Context: an optimization exercise on an open-source flow, tuned for small area. The choices shown serve that exercise and are no tape-out recipe. In this exercise RTL edits were held to simulation tests only and were not proved equivalent to the original. Power figures rest on the tool's default switching activity, not on a simulated workload.

==> flow/design.v <==
module main (input clk_in, start_button, T_frame_switch, ADC_SDAT, reset,
             output Hold_IV, Reset_IV, D_out,
             output ADC_SCLK, ADC_CS_N, ADC_SADDR,
             output Tx_out,
             output led, led_sw);
assign led = start_button;
assign led_sw = T_frame_switch;
assign ADC_SADDR = 1'b0;
reg p_rst, p_rec, p_hold, p_seq;
reg [5:0] K;                          
wire run = (K != 6'd19);              
wire idle = ~(p_rst | p_rec | p_hold | p_seq);
reg  [9:0]  Mo;
reg  [15:0] S;                        
wire [17:0] P = {S[15:8], Mo};
wire [7:0]  Q = S[7:0];
wire p_fb    = ~(P[17] ^ P[16]);
wire p_8001  = (P & 18'h1f145) == 18'h03045;            
wire p_wrap  = (P & 18'h1ffff) == 18'h09d83;            
wire m_rec_end = T_frame_switch ? (~P[0] & ((Q & 8'd235) == 8'd235))             
                                : (((P & 18'h3944d) == 18'h39041) & ((Q & 8'd130) == 8'd2));  
wire start   = idle & ~start_button;
wire go_rec  = p_rst  & p_8001;
wire rec_end = m_rec_end & ~run;      
wire go_hold = p_rec  & rec_end;
wire go_seq  = p_hold & p_8001;
wire tick    = p_rec  & p_wrap;
wire [17:0] P_next = (idle | tick) ? 18'h15555 : go_hold ? 18'h15556
                   : {~S[14:8], ~(p_seq ? S[7] : Mo[9]), ~Mo[8:0], p_fb};
reg [12:0] U;
wire u_fb  = ~(U[12] ^ U[9]);
wire u1    = (U & 13'h0004) == 13'h0004;    
wire u3    = (U & 13'h0010) == 13'h0010;    
wire u16   = (U & 13'h0030) == 13'h0010;    
wire u17   = (U & 13'h0108) == 13'h0100;    
wire u5208 = (U & 13'h173e) == 13'h1638;    
wire u5209 = (U & 13'h0e7d) == 13'h020d;    
wire in_adc = (K >= 6'd30 && K <= 6'd61);
reg  term;
always @* begin
    if (in_adc) term = u16;
    else case (K)
        6'd28, 6'd9: term = u1;
        6'd29: term = u17;
        6'd62: term = u3;
        6'd63, 6'd0, 6'd8, 6'd10, 6'd11: term = u5209;
        default: term = u5208;
    endcase
end
wire end_seq = p_seq & (K == 6'd10) & u1;
wire sample  = run & term & in_adc & ~K[0];
wire q_load  = (run & term & (K == 6'd18)) | (~run & idle);
wire q_fb    = ~(S[7] ^ S[2]);
always @(posedge clk_in or negedge reset) begin
    if (!reset) begin
        p_rst <= 1'b0; p_rec <= 1'b0; p_hold <= 1'b0; p_seq <= 1'b0;
        K <= 6'd19;
    end else begin
        p_rst  <= start   | (p_rst  & ~p_8001);
        p_rec  <= go_rec  | (p_rec  & ~rec_end);
        p_hold <= go_hold | (p_hold & ~p_8001);
        p_seq  <= go_seq  | (p_seq  & ~end_seq);
        if (go_seq) K <= 6'd28;
        else if (run & term) K <= K + 6'd1;
    end
end
always @(posedge clk_in) begin
    Mo <= P_next[9:0];
    if (go_seq | term | ~run) U <= 13'h1aa8;
    else U <= {~U[11:0], u_fb};
    if (sample | q_load | tick) S[7:0] <= q_load ? 8'd246 : {S[6:0], p_seq ? ADC_SDAT : q_fb};
    if (~p_seq | sample) S[15:8] <= P_next[17:10];
end
assign Reset_IV = ~p_rst;
assign Hold_IV  = ~p_hold;
assign D_out    = p_rst | p_hold;
assign ADC_CS_N = ~(K >= 6'd29 && K <= 6'd61);
assign ADC_SCLK = ~(in_adc & ~K[0]);
wire [3:0] sel = {K[3] | K[4], K[2:0]};
reg dbit;
always @* begin
    case (sel)
        4'd0: dbit = ~S[8];  4'd1: dbit = S[9];  4'd2: dbit = ~S[10]; 4'd3: dbit = S[11];
        4'd4: dbit = ~S[12]; 4'd5: dbit = S[13]; 4'd6: dbit = ~S[14]; 4'd7: dbit = S[15];
        4'd8: dbit = S[5];   4'd9: dbit = S[6];  4'd10: dbit = S[7];  4'd11: dbit = S[0];
        4'd12: dbit = S[1];  4'd13: dbit = S[2]; 4'd14: dbit = S[3];  default: dbit = S[4];
    endcase
end
wire is_data  = (K <= 6'd7) || (K >= 6'd11 && K <= 6'd18);
wire is_start = (K == 6'd63) || (K == 6'd10);
assign Tx_out = is_start ? 1'b0 : is_data ? dbit : 1'b1;
endmodule
clock: 20.0 ns
lec_check: 0
cap_margin: 20
core_margin: 2
core_utilization: 60
cts_buf_list: sky130_fd_sc_hd__clkbuf_4
cts_cluster_diameter: 200
cts_cluster_size: 40
slew_margin: 20
standard.sh (not shown) runs the stock make flow with config.mk's settings and CLKGATE_MAP_FILE= SYNTH_SCRIPT=/design/flow/synth_recipe.tcl, a recipe that flattens the netlist after the stock synthesis.
==> flow/flow/run.sh <==
#!/bin/bash
# Own layout flow: the standard flow, with
#  - the standard synthesis's combinational logic re-mapped by ABC for area
#    (every flip-flop instance, its name and its cell are kept as synthesized),
#  - port buffers of the smallest buffer cell,
#  - a clock tree without dummy loads.
# Each tool's output goes to a log file in this folder.
set -euo pipefail
HERE=$(pwd)
FL=$HERE/flow
LIB=$FLOW_HOME/platforms/$FLOW_PLATFORM/lib/sky130_fd_sc_hd__tt_025C_1v80.lib
RES=$HERE/orfs/results/$FLOW_PLATFORM/main/base
export BUFFER_PORTS_ARGS="-buffer_cell sky130_fd_sc_hd__buf_1"
export CTS_ARGS="-sink_clustering_enable -repair_clock_nets -dont_use_dummy_load -buf_list sky130_fd_sc_hd__clkbuf_8 -sink_clustering_levels 1 -sink_clustering_size 30 -sink_clustering_max_diameter 300"

# 1. standard synthesis
bash standard.sh synth > synth.log 2>&1

# 2. re-map the combinational logic for area
python3 $FL/splitlib.py $LIB comb.lib seq.lib > splitlib.log 2>&1
DONT=$(awk '/DONT_USE_CELLS/{f=1} f{print} f&&!/\\$/{f=0}' $FLOW_HOME/platforms/$FLOW_PLATFORM/config.mk | grep -o 'sky130_fd_sc_hd__[A-Za-z0-9_]*' | sort -u)
DU=$(echo "$DONT" | sed 's/^/-dont_use /' | tr '\n' ' ')
cp $RES/1_2_yosys.v 1_2_yosys.standard.v
cat > remap.ys <<EOF
read_liberty -ignore_miss_func comb.lib
read_liberty -lib seq.lib
read_verilog 1_2_yosys.standard.v
hierarchy -top $FLOW_TOP
flatten
opt_clean
abc -liberty $LIB $DU -script $FL/remap.abc
opt_clean -purge
hilomap -singleton -hicell sky130_fd_sc_hd__conb_1 HI -locell sky130_fd_sc_hd__conb_1 LO
insbuf -buf sky130_fd_sc_hd__buf_1 A X
tee -o remap_stat.txt stat -liberty $LIB
write_verilog -noattr -noexpr 1_2_yosys.remapped.v
EOF
yosys -s remap.ys > remap.log 2>&1
# the flip-flops must be exactly the standard synthesis's
grep -o 'sky130_fd_sc_hd__[a-z]*df[a-z]*_[0-9]* [^ ]*' 1_2_yosys.standard.v | sort > flops.standard.txt
grep -o 'sky130_fd_sc_hd__[a-z]*df[a-z]*_[0-9]* [^ ]*' 1_2_yosys.remapped.v | sort > flops.remapped.txt
echo "$DONT" > dont_use.txt
if cmp -s flops.standard.txt flops.remapped.txt && ! grep -q -w -F -f dont_use.txt 1_2_yosys.remapped.v; then
  cp 1_2_yosys.remapped.v $RES/1_2_yosys.v
  rm -f $RES/1_synth.odb $RES/1_synth.sdc
  bash standard.sh synth > synth_odb.log 2>&1
else
  echo "flip-flops changed; keeping the standard netlist" > remap_skipped.log
fi

# 3. the rest of the standard flow
bash standard.sh > layout.log 2>&1
==> flow/flow/remap.abc <==
strash
dc2
dc2
dc2
dch
amap
topo
Other scripts of this flow, unchanged in this note and not shown: flow/flow/splitlib.py
Change:
--- a/flow/flow/run.sh
+++ b/flow/flow/run.sh
@@ -22,5 +22,12 @@
 DU=$(echo "$DONT" | sed 's/^/-dont_use /' | tr '\n' ' ')
 cp $RES/1_2_yosys.v 1_2_yosys.standard.v
-cat > remap.ys <<EOF
+echo "$DONT" > dont_use.txt
+grep -o 'sky130_fd_sc_hd__[a-z]*df[a-z]*_[0-9]* [^ ]*' 1_2_yosys.standard.v | sort > flops.standard.txt
+# try several ABC scripts and keep the smallest netlist that keeps every
+# flip-flop and uses no don't-use cell
+best=""; best_area=""
+for abc in $FL/remap*.abc; do
+  n=$(basename $abc .abc)
+  cat > $n.ys <<EOF
 read_liberty -ignore_miss_func comb.lib
 read_liberty -lib seq.lib
@@ -29,22 +36,28 @@
 flatten
 opt_clean
-abc -liberty $LIB $DU -script $FL/remap.abc
+abc -liberty $LIB $DU -script $abc
 opt_clean -purge
 hilomap -singleton -hicell sky130_fd_sc_hd__conb_1 HI -locell sky130_fd_sc_hd__conb_1 LO
 insbuf -buf sky130_fd_sc_hd__buf_1 A X
-tee -o remap_stat.txt stat -liberty $LIB
-write_verilog -noattr -noexpr 1_2_yosys.remapped.v
+tee -o $n.stat stat -liberty $LIB
+write_verilog -noattr -noexpr $n.v
 EOF
-yosys -s remap.ys > remap.log 2>&1
-# the flip-flops must be exactly the standard synthesis's
-grep -o 'sky130_fd_sc_hd__[a-z]*df[a-z]*_[0-9]* [^ ]*' 1_2_yosys.standard.v | sort > flops.standard.txt
-grep -o 'sky130_fd_sc_hd__[a-z]*df[a-z]*_[0-9]* [^ ]*' 1_2_yosys.remapped.v | sort > flops.remapped.txt
-echo "$DONT" > dont_use.txt
-if cmp -s flops.standard.txt flops.remapped.txt && ! grep -q -w -F -f dont_use.txt 1_2_yosys.remapped.v; then
+  yosys -s $n.ys > $n.log 2>&1 || continue
+  grep -o 'sky130_fd_sc_hd__[a-z]*df[a-z]*_[0-9]* [^ ]*' $n.v | sort > $n.flops.txt
+  cmp -s flops.standard.txt $n.flops.txt || continue
+  grep -q -w -F -f dont_use.txt $n.v && continue
+  area=$(sed -n 's/.*Chip area for module.*: *\([0-9.]*\).*/\1/p' $n.stat | head -1)
+  [ -n "$area" ] || continue
+  echo "$n $area" >> remap_areas.log
+  if [ -z "$best" ] || awk -v a="$area" -v b="$best_area" 'BEGIN{exit !(a<b)}'; then best=$n; best_area=$area; fi
+done
+if [ -n "$best" ]; then
+  echo "using $best ($best_area)" >> remap_areas.log
+  cp $best.v 1_2_yosys.remapped.v
   cp 1_2_yosys.remapped.v $RES/1_2_yosys.v
   rm -f $RES/1_synth.odb $RES/1_synth.sdc
   bash standard.sh synth > synth_odb.log 2>&1
 else
-  echo "flip-flops changed; keeping the standard netlist" > remap_skipped.log
+  echo "no remapped netlist kept; using the standard one" >> remap_areas.log
 fi
 
==> flow/flow/remap1.abc (new file) <==
strash
dc2
dc2
dc2
dch
amap
topo
==> flow/flow/remap2.abc (new file) <==
strash
dc2
dc2
dc2
dch -f
amap
topo
==> flow/flow/remap3.abc (new file) <==
strash
dc2
dc2
dch
amap
topo
==> flow/flow/remap4.abc (new file) <==
strash
rewrite
refactor
balance
dc2
dc2
dch
amap
topo
==> flow/flow/remap5.abc (new file) <==
strash
dc2
dc2
dc2
dc2
dch -f
amap
topo
==> flow/flow/remap6.abc (new file) <==
strash
dch
map -a
topo
removed: flow/flow/remap.abc
Effect:
- core utilization fell by 0.26 points
- routed wire length rose by 4.0%
- design area fell by 0.39%
- clock power hardly moves
- clock skew fell by 0.0050 ns
- sequential power stays flat
- hold slack stays flat
- sequential share of layout area rose by 0.20 points
- setup slack is about the same

[port drivers added, routing unchanged]
The flow's constraints put no driver on any port. The routed layouts listed below were extracted and timed again, unchanged, in two steps. Step 1 sets driving cells, clkbuf_16 on the clock port and buf_2 on the other inputs (assumed; they add their load-dependent delay and slew). Step 2 moves the port delays by t, midway between the first and last clock arrival at a register: inputs arrive t later, outputs are due t later. That takes back most of the time a late clock gives input paths. Three values: no drivers, after step 1, after step 2; two values: the first two.
run	t, ns	setup WS [ns]	worst setup path after step 2	clock arrival spread, ns
the first run	0.323	11.713 / 11.690 / 11.690	input to output	0.022 / 0.021
the second run	0.322	11.715 / 11.693 / 11.693	input to output	0.017 / 0.017
After both steps setup and hold are still met in every run listed. For the first run, which loses most, drivers alone change the setup slack by -0.023 ns; drivers and shift together by -0.023 ns.
